This design comes from an exercise in tuning for small area, a short achievable clock period and few clock cycles on the open sky130 flow, not from production work.
The RTL was checked by simulation tests, not by an equivalence proof against the original design.
Power figures rest on the tool's default switching activity, not on a simulated workload.

<file path="flow/design.v">
module JAM (
           input CLK,
           input RST,
           output reg [2:0] W,
           output reg [2:0] J,
           input [6:0] Cost,
           output reg [3:0] MatchCount,
           output reg [9:0] MinCost,
           output reg Valid );
localparam ST_FIRST = 3'd0,   
           ST_MATCH = 3'd1,   
           ST_SCAN  = 3'd2,   
           ST_FINAL = 3'd3,   
           ST_CNT   = 3'd4,   
           ST_DONE  = 3'd5;
reg [2:0] st;           
reg [7:0] nv  [0:7];    
reg [7:0] D   [0:7];    
reg [2:0] way [0:7];    
reg [2:0] p   [0:7];    
reg [7:0] m;            
reg [7:0] s;            
reg [2:0] i;            
reg [2:0] cstart;       
reg       fst;          
reg [6:0] nvq;          
reg signed [9:0] Kq;    
reg [7:0] Dq;           
reg [7:0] minval;
reg [2:0] minj;
reg [6:0] mu;           
reg signed [8:0] off;   
reg       walking;
reg [2:0] wj;
reg       rowend;
reg       elim;         
reg       ryser;
reg [3:0] tq;           
reg       tneg;
reg       tv;
reg       tlast;
integer k, r;
wire [7:0] mrow = minval;        
wire [7:0] bits = Kq[7:0];       
wire [7:0] Rm   = m;             
wire [7:0] Cm   = s;             
wire [7:0] kd   = minval;        
wire [7:0] S    = Dq;            
wire [7:0] nv_J = nv[J];
wire [7:0] Joh  = 8'd1 << J;
wire [7:0] mjoh = 8'd1 << minj;
wire       m_J  = m[J];
wire [2:0] p_J  = p[J];
wire       m_mj = m[minj];
wire [2:0] p_mj = p[minj];
wire [7:0] cand1 = {1'b0, Cost} + {1'b0, nvq};
wire signed [9:0] cost_s   = {3'd0, Cost};
wire signed [9:0] Dq_s     = {2'd0, Dq};
wire signed [9:0] minval_s = {2'd0, minval};
wire signed [9:0] cand2 = Kq + cost_s;
wire       impr  = cand2 < Dq_s;
wire       c2    = cand2 < minval_s;
wire       c3    = Dq < minval;
wire       newmin = fst || ((st == ST_FIRST) ? (cand1 < minval) : (impr ? c2 : c3));
wire [7:0] newD  = (st == ST_FIRST) ? cand1 : (impr ? cand2[7:0] : Dq);
wire [2:0] endj  = newmin ? J : minj;
wire [7:0] endd  = newmin ? newD : minval;
wire       endm  = newmin ? m_J : m_mj;
wire [2:0] endp  = newmin ? p_J : p_mj;
wire signed [8:0] offn = {1'b0, Dq} - {2'd0, Cost} - {2'd0, nv_J[6:0]};
wire [2:0] J1 = J + 3'd1;
wire       rowlast = (J1 == cstart);
reg [2:0] nxt, fus;
reg       has_nxt;
always @(*) begin
    nxt = 3'd0;
    has_nxt = 1'b0;
    fus = 3'd0;
    for (k = 7; k >= 0; k = k - 1) begin
        if (k > J && !s[k]) begin
            nxt = k;
            has_nxt = 1'b1;
        end
        if (!s[k]) fus = k;
    end
end
wire [7:0] nv_a  = nv[J1];
wire [6:0] nvn_a = s[J1] ? nv_a[6:0] + mu : nv_a[6:0];
wire [2:0] jb    = (st == ST_SCAN && has_nxt) ? nxt : fus;
wire [7:0] nv_b  = nv[jb];
wire [7:0] D_b   = D[jb];
wire signed [8:0] offs = (st == ST_MATCH) ? offn : off;
wire signed [9:0] nvb_s = {3'd0, nv_b[6:0]};
wire signed [9:0] Kn = offs + nvb_s;
wire [2:0] wr = way[wj];
reg [2:0] wc;
reg       wfound;
always @(*) begin
    wc = 3'd0;
    wfound = 1'b0;
    for (k = 0; k < 8; k = k + 1)
        if (m[k] && p[k] == wr) begin
            wc = k;
            wfound = 1'b1;
        end
end
wire       xlt   = fst || (cand1 < mrow);
wire       xeq   = (cand1 == mrow);
wire [7:0] oh    = 8'd1 << J;
wire [7:0] bitsn = xlt ? oh : (xeq ? (bits | oh) : bits);
wire [7:0] mrown = xlt ? cand1 : mrow;
function onehot8;
    input [7:0] v;
    begin
        onehot8 = (v != 8'd0) && ((v & (v - 8'd1)) == 8'd0);
    end
endfunction
reg [7:0] rdel, cdel, xr, yc;
always @(*) begin
    rdel = 8'd0;
    cdel = 8'd0;
    for (r = 0; r < 8; r = r + 1) begin
        xr = D[r] & Cm;
        if (Rm[r] && onehot8(xr)) begin
            rdel[r] = 1'b1;
            cdel = cdel | xr;
        end
    end
    for (k = 0; k < 8; k = k + 1) begin
        for (r = 0; r < 8; r = r + 1)
            yc[r] = D[r][k] & Rm[r];
        if (Cm[k] && onehot8(yc)) begin
            cdel[k] = 1'b1;
            rdel = rdel | yc;
        end
    end
end
wire [7:0] Cleft = Cm & ~cdel;
function [5:0] fcode;    
    input [3:0] n;
    input       alive;
    begin
        if (!alive) fcode = 6'b0_00_0_00;
        else case (n)
        4'd0: fcode = 6'b1_00_0_00;
        4'd1: fcode = 6'b0_00_0_00;
        4'd2: fcode = 6'b0_01_0_00;
        4'd3: fcode = 6'b0_00_1_11;
        4'd4: fcode = 6'b0_10_0_00;
        4'd5: fcode = 6'b0_00_0_01;
        4'd6: fcode = 6'b0_01_1_11;
        4'd7: fcode = 6'b0_00_1_10;
        default: fcode = 6'b0_11_0_00;
        endcase
    end
endfunction
wire [5:0] fc0 = fcode(nv[0][3:0], Rm[0]);
wire [5:0] fc1 = fcode(nv[1][3:0], Rm[1]);
wire [5:0] fc2 = fcode(nv[2][3:0], Rm[2]);
wire [5:0] fc3 = fcode(nv[3][3:0], Rm[3]);
wire [5:0] fc4 = fcode(nv[4][3:0], Rm[4]);
wire [5:0] fc5 = fcode(nv[5][3:0], Rm[5]);
wire [5:0] fc6 = fcode(nv[6][3:0], Rm[6]);
wire [5:0] fc7 = fcode(nv[7][3:0], Rm[7]);
wire       rz   = fc0[5] | fc1[5] | fc2[5] | fc3[5] | fc4[5] | fc5[5] | fc6[5] | fc7[5];
wire [2:0] e01  = fc0[4:3] + fc1[4:3];
wire [2:0] e23  = fc2[4:3] + fc3[4:3];
wire [2:0] e45  = fc4[4:3] + fc5[4:3];
wire [2:0] e67  = fc6[4:3] + fc7[4:3];
wire [3:0] e03  = e01 + e23;
wire [3:0] e47  = e45 + e67;
wire [4:0] esum = e03 + e47;
wire       sg   = fc0[2] ^ fc1[2] ^ fc2[2] ^ fc3[2] ^ fc4[2] ^ fc5[2] ^ fc6[2] ^ fc7[2];
wire [1:0] tt   = ((fc0[1:0] + fc1[1:0]) + (fc2[1:0] + fc3[1:0]))
                + ((fc4[1:0] + fc5[1:0]) + (fc6[1:0] + fc7[1:0]));
reg [3:0] odd;
always @(*) begin
    case ({sg, tt})
    3'b000: odd = 4'd1;
    3'b001: odd = 4'd5;
    3'b010: odd = 4'd9;
    3'b011: odd = 4'd13;
    3'b100: odd = 4'd15;
    3'b101: odd = 4'd11;
    3'b110: odd = 4'd7;
    default: odd = 4'd3;
    endcase
end
wire [3:0] term = (rz || esum >= 5'd4) ? 4'd0 : (odd << esum[1:0]);
wire [7:0] ykd = ~kd & Cm;
wire [7:0] tb  = ykd & ~(ykd - 8'd1);
wire [7:0] kdn = (kd & ~(tb - 8'd1)) | tb;
wire       tadd = |(~S & tb);
wire       klast = (kd == Cm);
always @(posedge CLK) begin
    if (RST) begin
        st <= ST_FIRST;
        W <= 3'd0;
        J <= 3'd0;
        cstart <= 3'd0;
        i <= 3'd0;
        m <= 8'd0;
        s <= 8'd0;
        fst <= 1'b1;
        nvq <= 7'd0;
        walking <= 1'b0;
        rowend <= 1'b0;
        MinCost <= 10'd0;
        MatchCount <= 4'd0;
        Valid <= 1'b0;
        elim <= 1'b1;
        ryser <= 1'b0;
        tv <= 1'b0;
        tlast <= 1'b0;
        for (k = 0; k < 8; k = k + 1)
            nv[k] <= 8'd0;
    end else begin
        if (walking) begin
            p[wj] <= wr;
            m[wj] <= 1'b1;
            if (wfound) wj <= wc;
            else walking <= 1'b0;
        end
        rowend <= 1'b0;
        MinCost <= MinCost - ((st == ST_FINAL && W == 3'd0) ? {3'd0, nvq} : 10'd0)
                           + (rowend ? {2'd0, mrow} : 10'd0);
        case (st)
        ST_FIRST, ST_SCAN: begin
            if (st == ST_FIRST) begin
                nv[J] <= {1'b0, nvq};
                s[J] <= 1'b0;
                D[J] <= cand1;
            end else if (impr) begin
                D[J] <= cand2[7:0];
                way[J] <= W;
            end
            if (newmin) begin
                minval <= newD;
                minj <= J;
            end
            fst <= 1'b0;
            if ((st == ST_FIRST) ? !rowlast : has_nxt) begin
                J <= (st == ST_FIRST) ? J1 : jb;
                nvq <= nvn_a;
                Kq <= Kn;
                Dq <= D_b;
            end else begin
                if (st == ST_FIRST)
                    for (k = 0; k < 8; k = k + 1) way[k] <= i;
                fst <= 1'b1;
                if (!endm) begin
                    mu <= endd[6:0];
                    walking <= 1'b1;
                    wj <= endj;
                    i <= i + 3'd1;
                    W <= (i == 3'd7) ? 3'd0 : i + 3'd1;
                    J <= fus;
                    cstart <= fus;
                    nvq <= nv_b[6:0];
                    st <= (i == 3'd7) ? ST_FINAL : ST_FIRST;
                end else begin
                    s <= (s & ~((st == ST_FIRST) ? Joh : 8'd0)) | (newmin ? Joh : mjoh);
                    W <= endp;
                    J <= endj;
                    Dq <= endd;
                    st <= ST_MATCH;
                end
            end
        end
        ST_MATCH: begin
            off <= offn;
            nv[J] <= nv_J - Dq;
            J <= jb;
            Kq <= Kn;
            Dq <= D_b;
            fst <= 1'b1;
            st <= ST_SCAN;
        end
        ST_FINAL: begin
            if (W == 3'd0) begin
                nv[J] <= {1'b0, nvq};
                s[J] <= 1'b0;
            end
            minval <= mrown;
            Kq <= {2'd0, bitsn};
            fst <= rowlast;
            J <= J1;
            nvq <= nvn_a;
            if (rowlast) begin
                D[W] <= bitsn;
                rowend <= 1'b1;
                W <= W + 3'd1;
                if (W == 3'd7) begin
                    st <= ST_CNT;
                    m <= 8'hff;
                    s <= 8'hff;
                    for (k = 0; k < 8; k = k + 1)
                        nv[k] <= 8'd0;
                end
            end
        end
        ST_CNT: begin
            if (tv) MatchCount <= tneg ? MatchCount - tq : MatchCount + tq;
            if (tlast) begin
                Valid <= 1'b1;
                st <= ST_DONE;
            end
            if (elim) begin
                if (rdel != 8'd0) begin
                    m <= Rm & ~rdel;
                    s <= Cleft;
                    if (Cleft == 8'd0) begin
                        MatchCount <= 4'd1;
                        Valid <= 1'b1;
                        st <= ST_DONE;
                    end
                end else begin
                    elim <= 1'b0;
                    ryser <= 1'b1;
                    minval <= 8'd0;
                    Dq <= 8'd0;
                end
            end
            if (ryser) begin
                tq <= term;
                tneg <= (^S) ^ (^Cm);
                tv <= 1'b1;
                minval <= kdn;
                Dq <= S ^ tb;
                for (k = 0; k < 8; k = k + 1)
                    if (|(D[k] & tb)) nv[k][3:0] <= tadd ? nv[k][3:0] + 4'd1 : nv[k][3:0] - 4'd1;
                if (klast) begin
                    ryser <= 1'b0;
                    tlast <= 1'b1;
                end
            end
        end
        default: begin
        end
        endcase
    end
end
endmodule
</file>
<file path="flow/run.sh">
#!/bin/bash
# synth_recipe.tcl (not shown) runs the flow's synth.tcl, then flattens the netlist and writes it again
# the make line also repeats each setting of config.mk as NAME=value (left out here)
make -C /OpenROAD-flow-scripts/flow DESIGN_CONFIG=/design/flow/config.mk WORK_HOME=/design/flow/orfs CLKGATE_MAP_FILE= SYNTH_SCRIPT=/design/flow/synth_recipe.tcl finish
</file>
<file path="flow/config.mk">
export PLATFORM = sky130hd
export DESIGN_NAME = JAM
export DESIGN_NICKNAME = JAM
export VERILOG_FILES = /design/flow/design.v
export SDC_FILE = /design/flow/constraint.sdc
export NUM_CORES = 4
export LEC_CHECK = 0
export CAP_MARGIN = 20
export CORE_MARGIN = 2
export CORE_UTILIZATION = 40
export SLEW_MARGIN = 20
</file>
<file path="flow/constraint.sdc">
create_clock -name core_clock -period 5.0 [get_ports {CLK}]
set_input_delay 1.0000 -clock core_clock [delete_from_list [all_inputs] [get_ports {CLK}]]
set_output_delay 1.0000 -clock core_clock [all_outputs]
set_load 0.01 [all_outputs]
</file>
==> summary.txt <==
-- metal layers --
metal / routed length (um) / GRT usage (%)
met3: 11300 / 6.46
met1: 44800 / 43.8
met4: 7130 / 18.0
met2: 49000 / 50.9
met5: 0 / 0
-- worst min-delay path by stage --
stage,to,slack [ns],cells after the start
2_1_floorplan,cstart[0],0.45,2
3_3_place_gp,cstart[0],0.47,2
3_5_place_dp,cstart[0],0.47,2
4_1_cts,cstart[0],0.47,2
5_1_grt,cstart[0],0.50,2
6_report,cstart[0],0.47,2
-- worst register-to-register path, stage by stage (launching register included) --
cell and delay, ns:
edfxtp_1 0.44, ha_4 0.25, a211oi_2 0.20, o21bai_1 0.10, a21oi_2 0.16, o21bai_1 0.10, a21oi_1 0.15, xnor2_1 0.17
ha_1 0.29, a21o_1 0.20, a221oi_2 0.19, o311ai_2 0.15, a311oi_2 0.24, buf_4 0.19, a221oi_4 0.07, a31oi_4 0.22
buf_12 0.15, mux2i_4 0.27, inv_4 0.09, mux2i_4 0.28, o221ai_4 0.17, buf_6 0.16, a221oi_2 0.28, a311oi_1 0.08
o41ai_1 0.34
-- report_power, final --
group | switching, mW | leakage, nW | internal [mW]
registers | 0.758 | 2.68 | 3.57
logic | 8.50 | 8.80 | 6.35
clock network | 1.16 | 0.584 | 1.64
total | 10.4 | 12.1 | 11.6
-- metrics by stage --
step / setup WS [ns] / instances
global route: -0.343 / 3925
global placement: -1.22 / 3824
detailed placement: -1.30 / 3826
CTS: -0.0779 / 3906
floorplan: -0.299 / 2796
finish: -0.171 / 3926
-- logic make-up after synthesis --
logic type	count (synthesis)	synth area share, %
mux	153	8.56
flops	290	31.7
simple gates	831	15.7
xor+xnor	136	4.71
fa+ha+maj	216	11.9
buf+inv	370	5.65
compound gates	800	21.8
-- Yosys cell counts, drive strengths merged (69+ instances only) --
library cell / number
nor2: 180
ha: 169
nand3: 72
o21ai: 129
clkbuf: 153
dfxtp: 69
mux2i: 81
inv: 163
xnor2: 82
a21oi: 176
edfxtp: 221
nand2: 290
-- flip-flops by register name, indices dropped and copies added, names as in the netlist, 4 cells and up, named ones only --
name,flops
D,64
Dq,8
Kq,10
MatchCount,4
MinCost,10
m,8
minval,8
mu,7
nv,56
nvq,7
off,9
p,24
s,8
tq,4
way,24
-- cell type report --
cell class	count	area, um2
Antenna cell	1	2.50
Inverter	167	631
Sequential cell	290	8020
Clock inverter	22	240
Timing Repair Buffer	418	3330
Tap cell	846	1060
Clock buffer	45	998
Fill cell	5935	32100
Multi-Input combinational cell	2137	16500
-- cells in the final DEF, fill, tap and decap left out, types with 19 or more instances in the layout --
master           synthesis  final
o211ai_1                29     29
o22ai_1                 53     47
nor2b_1                 41     41
nand2b_1                25     25
nor3_1                  50     47
edfxtp_1               221    221
mux2i_1                 80     75
clkbuf_16                0     40
nor2_1                 180    170
nand3_1                 71     69
dfxtp_1                 69     66
o21ai_0                123    112
xnor2_1                 82     81
buf_4                    0    373
xor2_1                  54     54
mux4_2                  48     48
a211oi_1                55     48
a22oi_1                 52     52
a222oi_1                19     19
inv_1                  163    159
nand4_1                 48     48
a31oi_1                 29     25
mux2_2                  24     24
a221o_1                 34     34
a21oi_1                176    167
a21o_1                  40     40
fa_1                    43     41
nand2_1                290    287
ha_1                   169    162
clkdlybuf4s50_1          0     22
and2_1                  35     35
-- repair_timing --
| action | in CTS | in global routing |
|---|---|---|
| cloned | 0 | 2 |
| setup buffers | 13 | 17 |
| hold buffers | 0 | 0 |
| setup endpoints to repair | 76 | 66 |
| pin swaps | 31 | 38 |
| resized for setup | 47 | 60 |
==> qor.csv <==
metric;value;unit
status;complete, but fails checks;
violatedChecks;setup timing;
overflow;0;
async_flop_share;0;%
track_usage;33.1;%
slew_headroom;26.3;%
root_buffer;clkbuf_16;
avgRoutedWirePerCell;28.6;um
final_util;48.9;%
clk_pin_slew_worst_paths;0.05;ns
antenna_found_initial;0;
fin_skew;0.0226;ns
critPathLaunchType;input pin;
num_rows;92;
yosys.area.top_type;edfxtp_1;
worstSetupEndpointType;flop;
core_area;0.0629;mm2
leakagePower;12.1;nW
synth_flop_cell;edfxtp_1;
drt-total-wl;112;mm
initial_core_util;40.3;%
cts_sinks;290;
synth_area;0.0253;mm2
synth_warnings;1;
crit_type;in -> reg;
die_width;256;um
critPathLaunch;Cost[1];
drc;0;
synth.distinct_cells;89;
antenna_left;0;
synth_nets;3017;
synth_top_cells_by_area;edfxtp_1 26%, ha_1 8.4%, dfxtp_1 5.5%;
drive_above_1_share;20.7;%
num_io_pins;30;
worstReg2RegEnd;W[1];
reg2reg_from;Kq[1];
avgViaCountPerCell;6.44;
synth_edf_count;221;
irDropWorstVdd;0.310;mV
setup-tns-final;-2.21;ns
synth_top_area_share;26.2;%
post-route-cell-area;0.0307;mm2
cp-endpoint;W[1];
cts_buffer_depth;3;
drt_iter0_drc;3169;
drv_cap;0;
synthToLayoutAreaGrowth;21.5;%
fin_ws;-0.171;ns
critPathTopFamily;compound AO/OA/AOI/OAI gates;
setup_viol;31;
ys_seq_elements;290;
ys_seq_area_share;31.7;%
hold_start;cstart[0];
cp_slowest_cell;o41ai_1;
grt_max_degree;50;
period_share;103;%
crit_required;5.44;ns
holdWs;0.471;ns
hold_violations;0;
finalPower;22.0;mW
max_freq;193;MHz
numCtsBuffers;38;
hpwlAfterDp;86.0;mm
min_path_type;reg -> reg;
cp_num_buf_inv;6;
htreeDepth;2;
arrival;5.61;ns
finalCriticalPeriod;5.17;ns
nNetsFinal;3273;
port_buffers;29;
cp.depth;25;
worst_r2r_path_depth;24;
rsz0062_at_grt;yes;
synth_cells;2796;
dieArea;0.0653;mm2
critPathMaxStageDelay;0.34;ns
powerDensity;715;mW/mm2
dieHeight;256;um
report.final.slew_viol_count;0;
grt_pass1_wl;161;mm
firstDrtPassIters;6;
cp_max_fo;5;
cts_tree;done;
dpl_cell_area;0.0288;mm2
first_global_vias;24400;
vias;25300;
rrSetupSlack;-0.05;ns
clock_latency;0.57;ns
cpMostUsedCell;a21oi_2;
gp_congestion;1.03;
syn_avg_cell_area;9.05;um2
worst_slew_pin_slew;1.10;ns
Testbench counts, summed over its fixed seeds: cycles 4,688.

## re-timing with driven ports
How much do the figures lean on ideal ports? The routed layout below was timed once more, with nothing changed but the port constraints. Step 1 assumes that a clkbuf_16 drives the clock port and a buf_2 every other input. Step 2 times the ports against the registers' clock, not the clock port: input delays grow and output delays shrink by t, the midpoint of the rising clock arrivals with the driver on. Slacks: ideal / step 1 / step 2; pairs: ideal / step 1.
shift t [ns]: 0.617
slack for setup (ns): -0.171 / -0.160 / -0.778
hold WS [ns]: 0.471 / 0.471 / 0.471
For this run, drivers alone change the setup slack by +0.011 ns; drivers and shift together by -0.607 ns.
